From an optimization exercise on the open Yosys and OpenROAD flow, aimed at small area; shortcuts taken in it are not production practice. The clock input has no modelled driver; a real chip could not lean on it and would need a root buffer or a full tree. Power is estimated from default activity; no workload was simulated.

== north ==
==> flow/design.v (excerpt) <==
module MultTop_seq(input wire clk, input wire reset, input wire m_enable,
                   input wire [7:0] a, input wire [7:0] b,
                   output wire [3:0] an, output wire [7:0] seg);
    reg  [3:0]  mc;
    reg         rv;       
    reg  [7:0]  ar;       
    reg  [15:0] p;        
    wire m_idle = (mc == 4'd0);
    wire m_done = (mc == 4'd9);
    wire m_first = (mc == 4'd1);
    wire [8:0] sum = {1'b0, p[15:8]} + (p[0] ? ar : 8'd0);
    reg  [5:0]  cnt;
    reg  [15:0] cp;       
    reg  [15:0] w;        
    reg         pl;       
    reg  [15:0] ld;       
    wire c_idle = (cnt == 6'd0) | (cnt == 6'd33);
    wire diff = (p != cp);
    wire cp_load = m_idle & rv & diff & (c_idle | (m_enable & (cnt == 6'd32)));
    wire start = c_idle & rv & (m_first | diff);
    wire step = (cnt[5:4] == 2'b01);
    wire first_step = step & (cnt[3:0] == 4'd0);
    wire sbit = cp[~cnt[3:0]];
    wire [15:0] wi = first_step ? 16'd0 : w;
    function [3:0] add3(input [3:0] d);
        add3 = (d >= 4'd5) ? d + 4'd3 : d;
    endfunction
    wire [15:0] wa = {add3(wi[15:12]), add3(wi[11:8]), add3(wi[7:4]), add3(wi[3:0])};
    always @(posedge clk) begin
        if (reset) mc <= 4'd0;
        else if (m_idle) mc <= {3'd0, m_enable};
        else if (m_done) mc <= 4'd0;
        else mc <= mc + 4'd1;
    end
    always @(posedge clk) begin
        if (reset) rv <= 1'b0;
        else if (m_done) rv <= 1'b1;
        else if (m_first) rv <= 1'b0;
        else if (m_idle & m_enable) rv <= rv & diff & (cnt == 6'd32);
    end
    always @(posedge clk) begin
        if (m_idle) begin
            ar <= a;
            if (m_enable) p <= {8'd0, b};
        end else if (!m_done) begin
            p <= {sum, p[7:1]};
        end
    end
    always @(posedge clk or posedge reset) begin
        if (reset) cnt <= 6'd0;
        else if (c_idle) cnt <= {5'd0, start};
        else cnt <= cnt + 6'd1;
    end
    always @(posedge clk or posedge reset) begin
        if (reset) cp <= 16'd0;
        else if (cp_load) cp <= p;
    end
    always @(posedge clk) begin
        if (step) w <= {wa[14:0], sbit};
    end
    always @(posedge clk) begin
        if (reset) pl <= 1'b0;
        else pl <= (cnt == 6'd33);
    end
    always @(posedge clk) begin
  ...
Size: ~470 cells after synthesis, roughly 31 I/O pins.
==> flow/config.mk <==
export PLATFORM = sky130hd
export DESIGN_NAME = MultTop_seq
export DESIGN_NICKNAME = MultTop_seq
export VERILOG_FILES = /design/flow/design.v
export SDC_FILE = /design/flow/constraint.sdc
export NUM_CORES = 4
export LEC_CHECK = 0
export CAP_MARGIN = 20
export CORE_MARGIN = 2
export CORE_UTILIZATION = 40
export SLEW_MARGIN = 20
==> flow/constraint.sdc <==
create_clock -name core_clock -period 10.0 [get_ports {clk}]
set_input_delay 2.0000 -clock core_clock [delete_from_list [all_inputs] [get_ports {clk}]]
set_output_delay 2.0000 -clock core_clock [all_outputs]
set_load 0.01 [all_outputs]
run.sh (not shown) runs the stock make flow with config.mk's settings and CLKGATE_MAP_FILE= SYNTH_SCRIPT=/design/flow/synth_recipe.tcl, a recipe that flattens the netlist after the stock synthesis.
Input-level comparison between south and north:
Settings: CTS_BUF_LIST newly set to sky130_fd_sc_hd__clkbuf_8; CTS_CLUSTER_SIZE newly set to 50; CTS_CLUSTER_DIAMETER newly set to 200.
==> run notes <==
Diff north -> south: area added between synthesis and finish -1.9 points; fraction of power spent switching nets went up. Count of placed standard cells including taps: north vs south identical. Compared with north, south shows a sequential share of power that is 3.1 points higher. Summary: area of all placed cells without fillers, south better than north. Share of the final layout cell area in sequential cells in south is 0.72 points higher than in north.
The inputs of east differ from those of south as listed below.
Settings: CTS_CLUSTER_SIZE: 50 -> 10; CTS_BUF_LIST: sky130_fd_sc_hd__clkbuf_8 -> sky130_fd_sc_hd__clkbuf_4 sky130_fd_sc_hd__clkbuf_8; CTS_CLUSTER_DIAMETER: 200 -> unset.
==> run notes <==
Both conditions hold for east: the flow ran to the end and the final layout passed the timing, design-rule and antenna checks. east and south ended up with roughly the same register share of the cell area. east and south ended up with nearly the same fraction of the cycle the final worst path needs. The power in east sits 0.52% above the value recorded for south. For hold slack, east and south come out practically identical. As far as routed via count is concerned, east and south perform about the same.
Changes in west relative to east:
Settings: a change of CTS_BUF_LIST from sky130_fd_sc_hd__clkbuf_4 sky130_fd_sc_hd__clkbuf_8 to sky130_fd_sc_hd__clkbuf_8; a deleted CTS_CLUSTER_SIZE that had been 10.
[summary]
- Any difference in routed wire length between west and east is small enough to ignore.
- Of east and west, the higher cell internal power dissipation belongs to east.
- For hold slack, west and east come out practically identical.
- Compared west against east; final period demand of the worst path within noise.
- Going from east to west, final non-filler cell area barely changed; sequential share of layout area barely changed.
- west and east ended up with roughly the same maximum number of pins on one net before global-route repair.
- As far as floorplan die area goes, east and west are indistinguishable; the numbers are identical.
- Any difference in worst max-slew margin expressed relative to the limit between west and east is small enough to ignore.
- Comparing west against east, there is no change at all in logic depth of the worst setup path including buffers.
No functional check of the RTL was part of any run of this note.

========
## v6
Starting RTL as in the previous note.
export LEC_CHECK = 0
export ABC_AREA = 1
export CAP_MARGIN = 20
export CORE_MARGIN = 2
export CORE_UTILIZATION = 40
export SLEW_MARGIN = 20
create_clock -name core_clock -period 10.0 [get_ports {clk}]
v6: full flow OK, the timing, design-rule and antenna checks passed
## Diff of input files: v7 against v6
- an added CTS_CLUSTER_SIZE of 100
- a deleted ABC_AREA that had been 1
- an added CTS_BUF_LIST of sky130_fd_sc_hd__clkbuf_16
- an added CTS_CLUSTER_DIAMETER of 300
==> comparison <==
[compare] base=v6 new=v7: post-route core utilization level; depth of the most critical reg-to-reg path dropped 2. Compared with v6, in v7 clock skew stayed essentially flat, sequential cell count level, die area decreased by 1.0% relative to the old numbers. In v7, met3 track utilization from global routing is lower than in v6. The timing startpoint of the critical path comes out sel[0] in one run and sel[1] in the other, namely in v7 and v6 respectively. v7: setup slack of the worst register-to-register path higher than v6. v7 went all the way through the flow, and no timing, DRC or antenna check failed.
Function was not checked in any run of this note: the RTL went through the layout flow alone.

========
Setup of run R:
MultTop_seq, a different RTL version from the one above (not shown whole).
For scale: about 350 cells after synthesis, roughly 31 I/O pins, roughly 4300 µm² of cells after synthesis.
// MultTop_seq
module MultTop_seq(input wire clk, input wire reset, input wire m_enable,
                   input wire [7:0] a, input wire [7:0] b,
                   output wire [3:0] an, output wire [7:0] seg);
clock: 10.0 ns
lec_check: 0
cap_margin: 20
core_margin: 2
core_utilization: 70
place_density: 0.85
slew_margin: 20
standard.sh (not shown) runs the stock make flow with config.mk's settings and CLKGATE_MAP_FILE= SYNTH_SCRIPT=/design/flow/synth_recipe.tcl, a recipe that flattens the netlist after the stock synthesis.
==> flow/flow/run.sh <==
#!/bin/bash
export BUFFER_PORTS_ARGS="-buffer_cell sky130_fd_sc_hd__buf_1"
export PRE_CTS_TCL=$PWD/flow/pre_cts.tcl
export MY_NBUF=4
export MY_BUFCELL=sky130_fd_sc_hd__clkbuf_16
bash standard.sh > standard.log 2>&1
==> flow/flow/pre_cts.tcl <==
# Clock tree by hand: the clock port drives MY_NBUF clock buffers (a power
# of two), each driving the flip-flops of one region of the placement,
# regions found by recursive bisection at the median.
set nbuf $::env(MY_NBUF)
set bufcell $::env(MY_BUFCELL)
set block [ord::get_db_block]
set db [ord::get_db]
set clk_net [$block findNet clk]
set master [$db findMaster $bufcell]
set items {}
foreach it [$clk_net getITerms] {
  set loc [[$it getInst] getLocation]
  lappend items [list [lindex $loc 0] [lindex $loc 1] $it]
}
proc bisect {items n} {
  if {$n <= 1} { return [list $items] }
  set xs [lsort -integer [lmap e $items {lindex $e 0}]]
  set ys [lsort -integer [lmap e $items {lindex $e 1}]]
  set dx [expr {[lindex $xs end] - [lindex $xs 0]}]
  set dy [expr {[lindex $ys end] - [lindex $ys 0]}]
  set idx [expr {$dx >= $dy ? 0 : 1}]
  set sorted [lsort -integer -index $idx $items]
  set half [expr {[llength $sorted] / 2}]
  set a [lrange $sorted 0 [expr {$half - 1}]]
  set b [lrange $sorted $half end]
  set m [expr {$n / 2}]
  return [concat [bisect $a $m] [bisect $b $m]]
}
set groups [bisect $items $nbuf]
set b 0
foreach grp $groups {
  set inst [odb::dbInst_create $block $master "clkbuf_man_$b"]
  set net [odb::dbNet_create $block "clknet_man_$b"]
  $net setSigType CLOCK
  set sx 0; set sy 0
  foreach e $grp {
    set it [lindex $e 2]
    $it disconnect
    $it connect $net
    set sx [expr {$sx + [lindex $e 0]}]
    set sy [expr {$sy + [lindex $e 1]}]
  }
  set cx [expr {$sx / [llength $grp]}]
  set cy [expr {$sy / [llength $grp]}]
  [$inst findITerm A] connect $clk_net
  [$inst findITerm X] connect $net
  $inst setLocation $cx $cy
  $inst setPlacementStatus PLACED
  puts "manual clock buffer $b: [llength $grp] sinks at $cx $cy"
  incr b
}
detailed_placement
# the tree is complete: make clock_tree_synthesis only propagate the clock
rename clock_tree_synthesis orig_clock_tree_synthesis
proc clock_tree_synthesis {args} {
  puts "clock tree built by hand"
  set_propagated_clock [all_clocks]
}
Run R finished all stages; the layout is clean.
What run A does differently from run R at the input level:
==> flow/flow/run.sh <==
#!/bin/bash
export BUFFER_PORTS_ARGS="-buffer_cell sky130_fd_sc_hd__buf_1"
export PRE_CTS_TCL=$PWD/flow/pre_cts.tcl
export MY_NBUF=8
export MY_BUFCELL=sky130_fd_sc_hd__clkbuf_4

export MY_ROOT=sky130_fd_sc_hd__clkbuf_8
bash standard.sh > standard.log 2>&1
-- flow/flow/pre_cts.tcl --
<<< run R, line 29
set groups [bisect $items $nbuf]
set b 0
>>> run A, line 29
set groups [bisect $items $nbuf]
# optional root buffer between the clock port and the leaf buffers
set root_net $clk_net
if {[info exists ::env(MY_ROOT)] && $::env(MY_ROOT) ne ""} {
  set rinst [odb::dbInst_create $block [$db findMaster $::env(MY_ROOT)] "clkbuf_man_root"]
  set root_net [odb::dbNet_create $block "clknet_man_root"]
  $root_net setSigType CLOCK
  [$rinst findITerm A] connect $clk_net
  [$rinst findITerm X] connect $root_net
  set rx 0; set ry 0
  foreach e $items { set rx [expr {$rx + [lindex $e 0]}]; set ry [expr {$ry + [lindex $e 1]}] }
  $rinst setLocation [expr {$rx / [llength $items]}] [expr {$ry / [llength $items]}]
  $rinst setPlacementStatus PLACED
}
set b 0
<<< run R, line 44
  set cy [expr {$sy / [llength $grp]}]
  [$inst findITerm A] connect $clk_net
  [$inst findITerm X] connect $net
>>> run A, line 57
  set cy [expr {$sy / [llength $grp]}]
  [$inst findITerm A] connect $root_net
  [$inst findITerm X] connect $net
Findings:
Of run A and run R, the run reporting the lower latest clock arrival within the worst-skew pair was run R. For the first-pass GRT wire length, run A came in about 2.2% lower than run R did. Post-layout minimum cycle time, run A and run R: smaller value in run A. The routed wire length number comes out higher for run R vs run A. Clock-net power: run A < run R.
No functional check of the RTL was part of any run of this note. No run of this note takes its clock network from TritonCTS; it comes from the design's own scripts or RTL.

-- static timing again, ports no longer ideal --
No port has a modelled driver above. Below, the same layouts with a new extraction and two added sets of constraints.
Step 1 sets driving cells, clkbuf_16 on the clock port and buf_2 on the other inputs (assumed; they add their load-dependent delay and slew).
Step 2 moves the port delays by t, midway between the first and last clock arrival at a register: inputs arrive t later, outputs are due t later. That takes back most of the time a late clock gives input paths.
a / b / c = no drivers / after step 1 / after step 2; a / b = the first two.
run	t (ns)	setup WS [ns]	worst hold slack (ns)	worst setup path at the end	worst data-port slew with drivers (ns)
north	0.381	5.322 / 5.287 / 5.667	0.470 / 0.470 / 0.470	register to output	0.03
south	0.402	5.285 / 5.253 / 5.655	0.472 / 0.472 / 0.472	register to output	0.03
east	0.403	5.285 / 5.253 / 5.655	0.473 / 0.473 / 0.473	register to output	0.03
west	0.402	5.285 / 5.253 / 5.655	0.472 / 0.472 / 0.472	register to output	0.03
v6	0.387	5.532 / 5.492 / 5.878	0.460 / 0.460 / 0.460	register to output	0.03
v7	0.380	5.322 / 5.287 / 5.667	0.470 / 0.470 / 0.470	register to output	0.03
run R	0.224	6.166 / 6.217 / 5.993	0.395 / 0.395 / 0.395	input to register	0.03
run A	0.378	6.383 / 6.384 / 6.007	0.400 / 0.400 / 0.400	input to register	0.03
After both steps setup and hold are still met in every run listed. The setup slack of run A, which loses most, moves by +0.001 ns with the drivers and by -0.376 ns with both steps.
